Context: an optimization exercise on an open-source flow, tuned for small area and a short achievable clock period. The choices shown serve that exercise and are no tape-out recipe.
Only simulation tests tie the RTL to the original design; equivalence was not proved.
Power figures rest on the tool's default switching activity, not on a simulated workload.

--- flow/config.mk ---
export PLATFORM = sky130hd
export DESIGN_NAME = SingleCycleMIPS
export DESIGN_NICKNAME = SingleCycleMIPS
export VERILOG_FILES = /design/flow/design.v
export SDC_FILE = /design/flow/constraint.sdc
export NUM_CORES = 4
export LEC_CHECK = 0
export CAP_MARGIN = 20
export CORE_MARGIN = 2
export CORE_UTILIZATION = 40
export SETUP_SLACK_MARGIN = 0.2
export SLEW_MARGIN = 20
--- flow/design.v ---
module SingleCycleMIPS( 
    CLK,
    RST,
    IR_addr,
    IR,
    RF_writedata,
    ReadDataMem,
    CEN,
    WEN,
    A,
    ReadData2,
    OEN
);
input           CLK, RST;
input   [31:0]  IR;
output  [31:0]  IR_addr, RF_writedata;
input   [31:0]  ReadDataMem;
output          CEN;
output          WEN;
output  [ 6:0]  A;
output  [31:0]  ReadData2;
output          OEN;
wire            MemToReg,
                MemRead,
                MemWrite,
                RegDST,
                RegWrite,
                Branch,
                Jump,
                ALUSrc,
                JumpRegister,
                JumpAndLink;
wire    [ 1:0]  ALUOp;
wire    [ 3:0]  ALUctrl;
wire    [31:0]  ALUin1, ALUin2;
wire    [31:0]  ALUresult;
wire            ALUzero;
wire    [31:0]  SignExtend;
wire    [ 4:0]  MUX_RegDST;
wire    [31:0]  MUX_MemToReg;
wire    [31:0]  MUX_Src;
wire    [31:0]  MUX_Branch;
wire    [31:0]  MUX_Jump;
wire    [ 4:0]  Reg_R1, Reg_R2, Reg_W;
wire    [31:0]  WriteData;
wire    [31:0]  ReadData1;  
wire    [31:0]  PCin;  
wire    [31:0]  PCnext;
wire    [31:0]  PCAdd4;
wire    [31:0]  JumpAddr, BranchAddr;
assign RF_writedata = WriteData;  
assign PCin = PCnext;
PC PC(
  .PC_i  (PCin),
  .PC_o  (IR_addr),
  .CLK   (CLK),
  .RST   (RST)
);
Control Control(
  .opcode_i       (IR[31:26]),
  .funct_i        (IR[5:0]),
  .RegDst_o       (RegDST),
  .Jump_o         (Jump), 
  .Branch_o       (Branch),
  .MemRead_o      (MemRead),
  .MemtoReg_o     (MemToReg),
  .ALUOp_o        (ALUOp),
  .MemWrite_o     (MemWrite),
  .ALUSrc_o       (ALUSrc),
  .RegWrite_o     (RegWrite),
  .JumpRegister_o (JumpRegister),
  .JumpAndLink_o  (JumpAndLink)
);
assign ALUin1 = ReadData1;
assign ALUin2 = MUX_Src;
assign A = ALUresult[8:2];  
ALU ALU(
  .data1_i       (ALUin1),
  .data2_i       (ALUin2),
  .ALUCtrl_i     (ALUctrl),
  .ALUResult_o   (ALUresult),
  .Zero_o        (ALUzero)
);
ALUControl ALUControl(
  .ALUOp_i    (ALUOp),
  .funct_i    (IR[5:0]),
  .ALUCtrl_o  (ALUctrl)
);
SignExtendUnit SignExtendUnit(
  .data_i  (IR[15:0]),
  .data_o  (SignExtend)
);
assign Reg_R1 = IR[25:21];
assign Reg_R2 = IR[20:16];
Registers Register(
  .Rreg1_i    (Reg_R1),
  .Rreg2_i    (Reg_R2),
  .Wreg_i     (Reg_W),
  .Wdata_i    (WriteData),
  .RegWrite_i (RegWrite),
  .Rdata1_o   (ReadData1),
  .Rdata2_o   (ReadData2),
  .CLK        (CLK),
  .RST        (RST)
);
MUX2 #(5) MUX2_RegDST(
  .data1_i    (IR[20:16]),
  .data2_i    (IR[15:11]),
  .select_i   (RegDST),
  .data_o     (MUX_RegDST)
);
MUX2 #(32) MUX2_Src(
  .data1_i    (ReadData2),
  .data2_i    (SignExtend),
  .select_i   (ALUSrc),
  .data_o     (MUX_Src)
);
MUX2 #(32) MUX2_MemToReg(
  .data1_i    (ALUresult),
  .data2_i    (ReadDataMem),
  .select_i   (MemToReg),
  .data_o     (MUX_MemToReg)
);
Adder PCAdder(
  .data1_i    (IR_addr),
  .data2_i    (32'b100),
  .result_o   (PCAdd4)
);
assign JumpAddr = { {PCAdd4[31:28]}, {IR[25:0]}, 2'b00};
Adder BranchAdder(
  .data1_i    (PCAdd4),
  .data2_i    ({{SignExtend[29:0]}, 2'b00}),
  .result_o   (BranchAddr)
);
MUX2 #(32) MUX2_Branch(
  .data1_i    (PCAdd4),
  .data2_i    (BranchAddr),
  .select_i   (Branch & ALUzero),
  .data_o     (MUX_Branch)
);
MUX2 #(32) MUX2_Jump(
  .data1_i    (MUX_Branch),
  .data2_i    (JumpAddr),
  .select_i   (Jump),
  .data_o     (MUX_Jump)
);
MUX2 #(32) MUX2_JumpRegister(
  .data1_i    (MUX_Jump),
  .data2_i    (ReadData1),
  .select_i   (JumpRegister),
  .data_o     (PCnext)
);
MUX2 #(5) MUX2_JumpAndLink_1(
  .data1_i    (MUX_RegDST),
  .data2_i    (5'd31),
  .select_i   (JumpAndLink),
  .data_o     (Reg_W)
);
MUX2 #(32) MUX2_JumpAndLink_2(
  .data1_i    (MUX_MemToReg),
  .data2_i    (PCAdd4),  
  .select_i   (JumpAndLink),
  .data_o     (WriteData)
);
assign CEN = ~(MemRead | MemWrite);
assign WEN = ~(MemWrite);
assign OEN = ~(MemRead);
endmodule
module PC(PC_i, PC_o, CLK, RST);
input               CLK;
input               RST;
input      [31:0]   PC_i;
output     [31:0]   PC_o;
reg        [31:0]   PC_buffer;
assign PC_o = PC_buffer;
always @ (posedge CLK or posedge RST) begin
  if(RST)
    PC_buffer <= 32'b0;
  else
    PC_buffer <= PC_i;
end
endmodule
module Adder(data1_i, data2_i, result_o);
input   [31:0]   data1_i;
input   [31:0]   data2_i;
output  [31:0]   result_o;
assign result_o = data1_i + data2_i;
endmodule
module Registers(Rreg1_i, Rreg2_i, Wreg_i, Wdata_i, RegWrite_i, Rdata1_o, Rdata2_o, CLK, RST);
input       [4:0]   Rreg1_i;
input       [4:0]   Rreg2_i;
input       [4:0]   Wreg_i;
input       [31:0]  Wdata_i;
input               RegWrite_i;
output      [31:0]  Rdata1_o;
output      [31:0]  Rdata2_o;
input               CLK;
input               RST;
reg         [31:0]  register  [0:31];  
integer             i;  
assign Rdata1_o = register[Rreg1_i];
assign Rdata2_o = register[Rreg2_i];
always @ (posedge CLK or posedge RST) begin
  if(RST) begin
    for(i = 0; i < 32; i = i + 1) begin
      register[i] <= 32'b0;
    end
  end
  else if(RegWrite_i && (Wreg_i != 5'd0)) begin  
    register[Wreg_i] <= Wdata_i;
  end
end
endmodule
module Control( opcode_i,
                funct_i,
                RegDst_o, 
                Jump_o, 
                Branch_o,
                MemRead_o,
                MemtoReg_o,
                ALUOp_o,
                MemWrite_o,
                ALUSrc_o,
                RegWrite_o,
                JumpRegister_o,
                JumpAndLink_o);
input  [5:0]  opcode_i;
input  [5:0]  funct_i;
output        RegDst_o;
output        Jump_o;
output        Branch_o;
output        MemRead_o;
output        MemtoReg_o;
output [1:0]  ALUOp_o;
output        MemWrite_o;
output        ALUSrc_o;
output        RegWrite_o;
output        JumpRegister_o;
output        JumpAndLink_o;
wire R_format, lw, sw, beq, jump, jr, jal;
assign R_format = (opcode_i == 6'b000000) ? 1 : 0;
assign lw       = (opcode_i == 6'b100011) ? 1 : 0;
assign sw       = (opcode_i == 6'b101011) ? 1 : 0;
assign beq      = (opcode_i == 6'b000100) ? 1 : 0;
assign jump     = (opcode_i == 6'b000010) ? 1 : 0;
assign jr       = ((opcode_i == 6'b000000) && (funct_i == 6'b001000)) ? 1 : 0;
assign jal      = (opcode_i == 6'b000011) ? 1 : 0;
assign RegDst_o   = R_format;
assign Jump_o     = jump | jal;
assign Branch_o   = beq;
assign MemRead_o  = lw;
assign MemtoReg_o = lw;
assign MemWrite_o = sw;
assign ALUSrc_o   = lw | sw;
assign RegWrite_o = R_format | lw | jal;
assign ALUOp_o    = R_format ? 2'b10 :
                    beq      ? 2'b01 : 2'b00 ;  
assign JumpRegister_o = jr;
assign JumpAndLink_o  = jal;
endmodule
module ALU(data1_i, data2_i, ALUCtrl_i, ALUResult_o, Zero_o);
input signed  [31:0] data1_i;
input signed  [31:0] data2_i;
input  [ 3:0] ALUCtrl_i;  
output reg signed [31:0] ALUResult_o;
output        Zero_o;  
assign Zero_o = (data1_i==data2_i) ? 1 : 0;
localparam ADD = 4'b0010,
           SUB = 4'b0110,
           AND = 4'b0000,
           OR  = 4'b0001,
           SLT = 4'b0111;
always @ (*) begin
  case (ALUCtrl_i)
    ADD: ALUResult_o = data1_i + data2_i;
    SUB: ALUResult_o = data1_i - data2_i;
    AND: ALUResult_o = data1_i & data2_i;
    OR : ALUResult_o = data1_i | data2_i;
    SLT: ALUResult_o = (data1_i < data2_i) ? 32'b1 : 32'b0; 
    default: ALUResult_o = 32'b0;
  endcase
end
endmodule
module ALUControl(ALUOp_i, funct_i, ALUCtrl_o);
input  [1:0]  ALUOp_i;
input  [5:0]  funct_i;
output [3:0]  ALUCtrl_o;
localparam ADD = 4'b0010,
           SUB = 4'b0110,
           AND = 4'b0000,
           OR  = 4'b0001,
           SLT = 4'b0111;
assign ALUCtrl_o =
  ALUOp_i == 2'b10 ?
    (
      funct_i[3:0] == 4'b0000 ? ADD :
      funct_i[3:0] == 4'b0010 ? SUB :
      funct_i[3:0] == 4'b0100 ? AND :
      funct_i[3:0] == 4'b0101 ? OR  :
      funct_i[3:0] == 4'b1010 ? SLT : 4'b0000
    ) :
    ALUOp_i == 2'b00 ? ADD :
    ALUOp_i == 2'b01 ? SUB : 4'b0000;  
endmodule
module SignExtendUnit(data_i, data_o);
input   [15:0]  data_i;
output  [31:0]  data_o;
assign data_o = { {16{data_i[15]}} , data_i };
endmodule
module MUX2 #(parameter WIDTH=32)( data1_i, data2_i, select_i, data_o);
input   [WIDTH-1:0]  data1_i;
input   [WIDTH-1:0]  data2_i;
input                select_i;
output  [WIDTH-1:0]  data_o;
assign data_o = select_i ? data2_i : data1_i;
endmodule
--- flow/run.sh ---
#!/bin/bash
# synth_recipe.tcl (not shown) runs the flow's synth.tcl, then flattens the netlist and writes it again
# the make line also repeats each setting of config.mk as NAME=value (left out here)
make -C /OpenROAD-flow-scripts/flow DESIGN_CONFIG=/design/flow/config.mk WORK_HOME=/design/flow/orfs CLKGATE_MAP_FILE= SYNTH_SCRIPT=/design/flow/synth_recipe.tcl finish
--- flow/constraint.sdc ---
create_clock -name core_clock -period 11.5 [get_ports {CLK}]
set_input_delay 2.3000 -clock core_clock [delete_from_list [all_inputs] [get_ports {CLK}]]
set_output_delay 2.3000 -clock core_clock [all_outputs]
set_load 0.01 [all_outputs]
==> run notes <==
* Status: no timing/DRC/antenna violations
* Worst Hold Class: reg -> reg
* DR vias/cell at 6.778
* Slowest-stage cell, CP: or3b_4
* Slew Viols, Final at 0
* Layout net count at 7365
* Critical path type: in -> out
* Drt initial violations at 9092
* DRT antenna net count at 0
* Final weighted congestion in routability-driven placement at 1.038
* Most used DFF post-synth: dfrtp_1
* Multi-input gate area at ~0.031 sq mm
* CP startpoint kind: primary input
* Worst-path maximum fanout at 17
* FMAX at 0.08951 GHz
* Top cell by count, worst path: buf_4
* DRC errors left at 0
* TritonRoute pass-1 iters at 8
* Fill count at 14070
* Total GRT Usage at 0.4620
* Final hold violations at 0
* Syn avg cell area at between 8 and 9 sq um
* DIE HEIGHT at 388.6 um
* Critical Path AT at 8.87 ns
* Register Area at about 0.026 sq mm
* Critical Path End Type: primary output
* GR Overflow Total at 0
* CTS tree: built
* RSZ-0062 raised after global routing: true
* Clk slew on worst S/H paths at 0.05 ns
* Port Buf Inserts at 171
* Net count after synthesis at 6961
* Die Wd at slightly below 400 um
* Clk latency of the worst-skew pair at 0.79 ns
* Overall power at ~9.5 mW
* Row count at 141
* Post-Synthesis Cells at 6767
* Avg WL per Cell at 38.94 um
* Initial Util at 0.4017
* # Max-Cap Violations at 0
* Setup Viol. Count Final at 0
* DP Wirelength at 239900 um
* Clock skew at 0.04390 ns
* CP required at 9.20 ns
* Number of global-route vias before repair at 58690
* #FFs+latches synth at roughly 1100
* Die Area at 0.1510 sq mm
* Initial antenna violation count at 22
* Area Overhead vs Synth at 23.26%
* Clock buffer depth at 3
* Total number of vias at 62440
* Post-route cell area at ~0.073 sq mm
* Setup TNS at 0 ns
* Leak Pwr at between 30 and 40 nW
* Core box area at 0.1473 sq mm
* Clock sinks at between 1000 and 1500
* Most frequent cells in the layout: 1406 x nand2_1, 1056 x dfrtp_1, 859 x a22oi_1, 665 x o21ai_0, 599 x buf_4
* Synth warnings at 4
* Dpl cell area at 0.06762 sq mm
* Max-slew headroom at 0.2026
* Layout cells sized above 1 at 0.1977
* Post-synth EDFFs at 0
* H-tree levels at 3
* Pwr dens at 129.6 mW/mm^2
* Final min period at ~11 ns
* Mapped cell area at 0.05917 sq mm
* Synth cell types at 101
* TritonCTS Buffers at 119
* Final period util at 0.9715
* Commonest non-fill, non-tap cell in the layout: nand2_1
* Clock Tree Root: clkbuf_16
* DRT Wirelength at 358700 um
* Post-CTS Hold Buffers at 0
* Worst ir drop on vdd at 0.1272 mV
* Least-Margin Pin Slew at between 1 and 1.5 ns
* I/O pins at 172
* Asr flop ratio synth at 1.000
* Sequential fraction of the synthesis area at 0.4466
* Largest net degree at the start of global routing at ~150
* Finished Core Util at 0.4951
* First-pass GRT wire length at 487500 um
* Worst path max stage delay at ~0.48 ns
layout make-up:
class | count | area share
Clock buffer | 160 | 0.04640
Antenna cell | 12 | 0.0004117
Multi-Input combinational cell | 4966 | 0.4245
Timing Repair Buffer | 886 | 0.1164
Inverter | 142 | 0.007359
Sequential cell | 1056 | 0.3623
Tap cell | 1930 | 0.03311
Clock inverter | 59 | 0.009572
cells in the mapped netlist (66+ instances only):
master    instances  area share
o21ai_0         673       0.057
nand4_1          68      0.0072
nand2_1        1423       0.090
a21oi_1         216       0.018
clkbuf_1        495       0.031
inv_1           139      0.0088
mux2_2          288       0.055
ha_1            125       0.026
nand3_1          97      0.0082
o21ai_1          66      0.0056
nor3_1           99      0.0084
dfrtp_1        1056        0.45
a22oi_1         860        0.11
nor2_1          306       0.019
nor4_1           66      0.0070
metal layers:
| layer | vias to the layer above | GRT usage | wire [um] | share of wire |
|---|---|---|---|---|
| met5 | - | 0.007337 | 432 | 0.0012 |
| met4 | 22 | 0.2951 | 28770 | 0.080 |
| met3 | 1502 | 0.1801 | 49950 | 0.14 |
| met2 | 4950 | 0.6613 | 146300 | 0.41 |
| met1 | 30750 | 0.5790 | 133300 | 0.37 |
| li1 | 25220 | - | - | - |
metrics by stage:
step | setup slack [ns] | hold WS [ns] | instances
floorplan | -5.362 | 0.4374 | 6767
global placement | -0.06660 | 0.3888 | 8898
detailed placement | -0.07975 | 0.3894 | 8899
CTS | 0.1551 | 0.4031 | 9164
global route | 0.1376 | 0.4103 | 9200
finish | 0.3283 | 0.4037 | 9211
worst paths after layout:
check / from / end / slack [ns] / cells after the start
max: IR[17] / RF_writedata[26] / 0.33 / 31
max in group asynchronous: RST / Register.register[24][24]$_DFFE_PP0P_ / 7.35 / 4
max reg2reg: Register.register[2][5]$_DFFE_PP0P_ / Register.register[1][27]$_DFFE_PP0P_ / 5.61 / 25
min reg2reg: Register.register[0][25]$_DFFE_PP0P_ / Register.register[0][25]$_DFFE_PP0P_ / 0.40 / 0
min: Register.register[0][25]$_DFFE_PP0P_ / Register.register[0][25]$_DFFE_PP0P_ / 0.40 / 0
min in group asynchronous: RST / Register.register[18][2]$_DFFE_PP0P_ / 1.93 / 2
report_power, final:
part	total [mW]	switching, mW	leakage (nW)	internal (mW)
clock network	4.10	1.75	2.03	2.35
logic	1.44	0.905	17.4	0.539
registers	3.91	0.106	14.7	3.81
repair_timing:
action,in CTS,in global routing
pin swaps,20,16
setup buffers,46,32
endpoints found under the setup margin,12,19
gates resized for setup,11,67
gates cloned,0,2
worst max-delay path: cells and delay by family:
family | cells | cell delay, ns
AND/OR/NAND/NOR | 10 | 1.89
adder cells (fa/ha/maj) | 1 | 0.28
AO/OA/AOI/OAI | 9 | 1.95
buffers and inverters | 11 | 2.39
registers in the layout, indices dropped and copies added, names as in the netlist:
name,flops
PC.PC_buffer,32
Register.register,1024
cells by family (layout without fill, tap and decap cells):
group,count (synthesis),in the layout,share of synthesized area
compound gates,2184,2184,0.2424
other cells,0,12,0
buf+inv,745,1247,0.04882
simple gates,2278,2278,0.1664
fa+ha+maj,128,128,0.02745
xor+xnor,66,66,0.009769
mux,310,310,0.05853
flops,1056,1056,0.4466

==> port drivers added, routing unchanged <==
The results above use ideal ports. As a check the final layout listed here was re-extracted and re-timed, cells and wires unchanged.
Step 1 assumes that a clkbuf_16 drives the clock port and a buf_2 every other input.
Step 2 times the ports against the registers' clock, not the clock port: input delays grow and output delays shrink by t, the midpoint of the rising clock arrivals with the driver on.
a / b / c = ideal / step 1 / step 2; a / b = the first two.
shift t [ns]: 0.843
setup WS [ns]: 0.328 / 0.289 / 0.289
worst setup path after step 2: input to output
worst data-port slew with drivers (ns): 0.10
cell pins on the clock port's net: 1
After both steps setup and hold are still met in this run. The setup slack of this run moves by -0.039 ns with the drivers and by -0.039 ns with both steps.
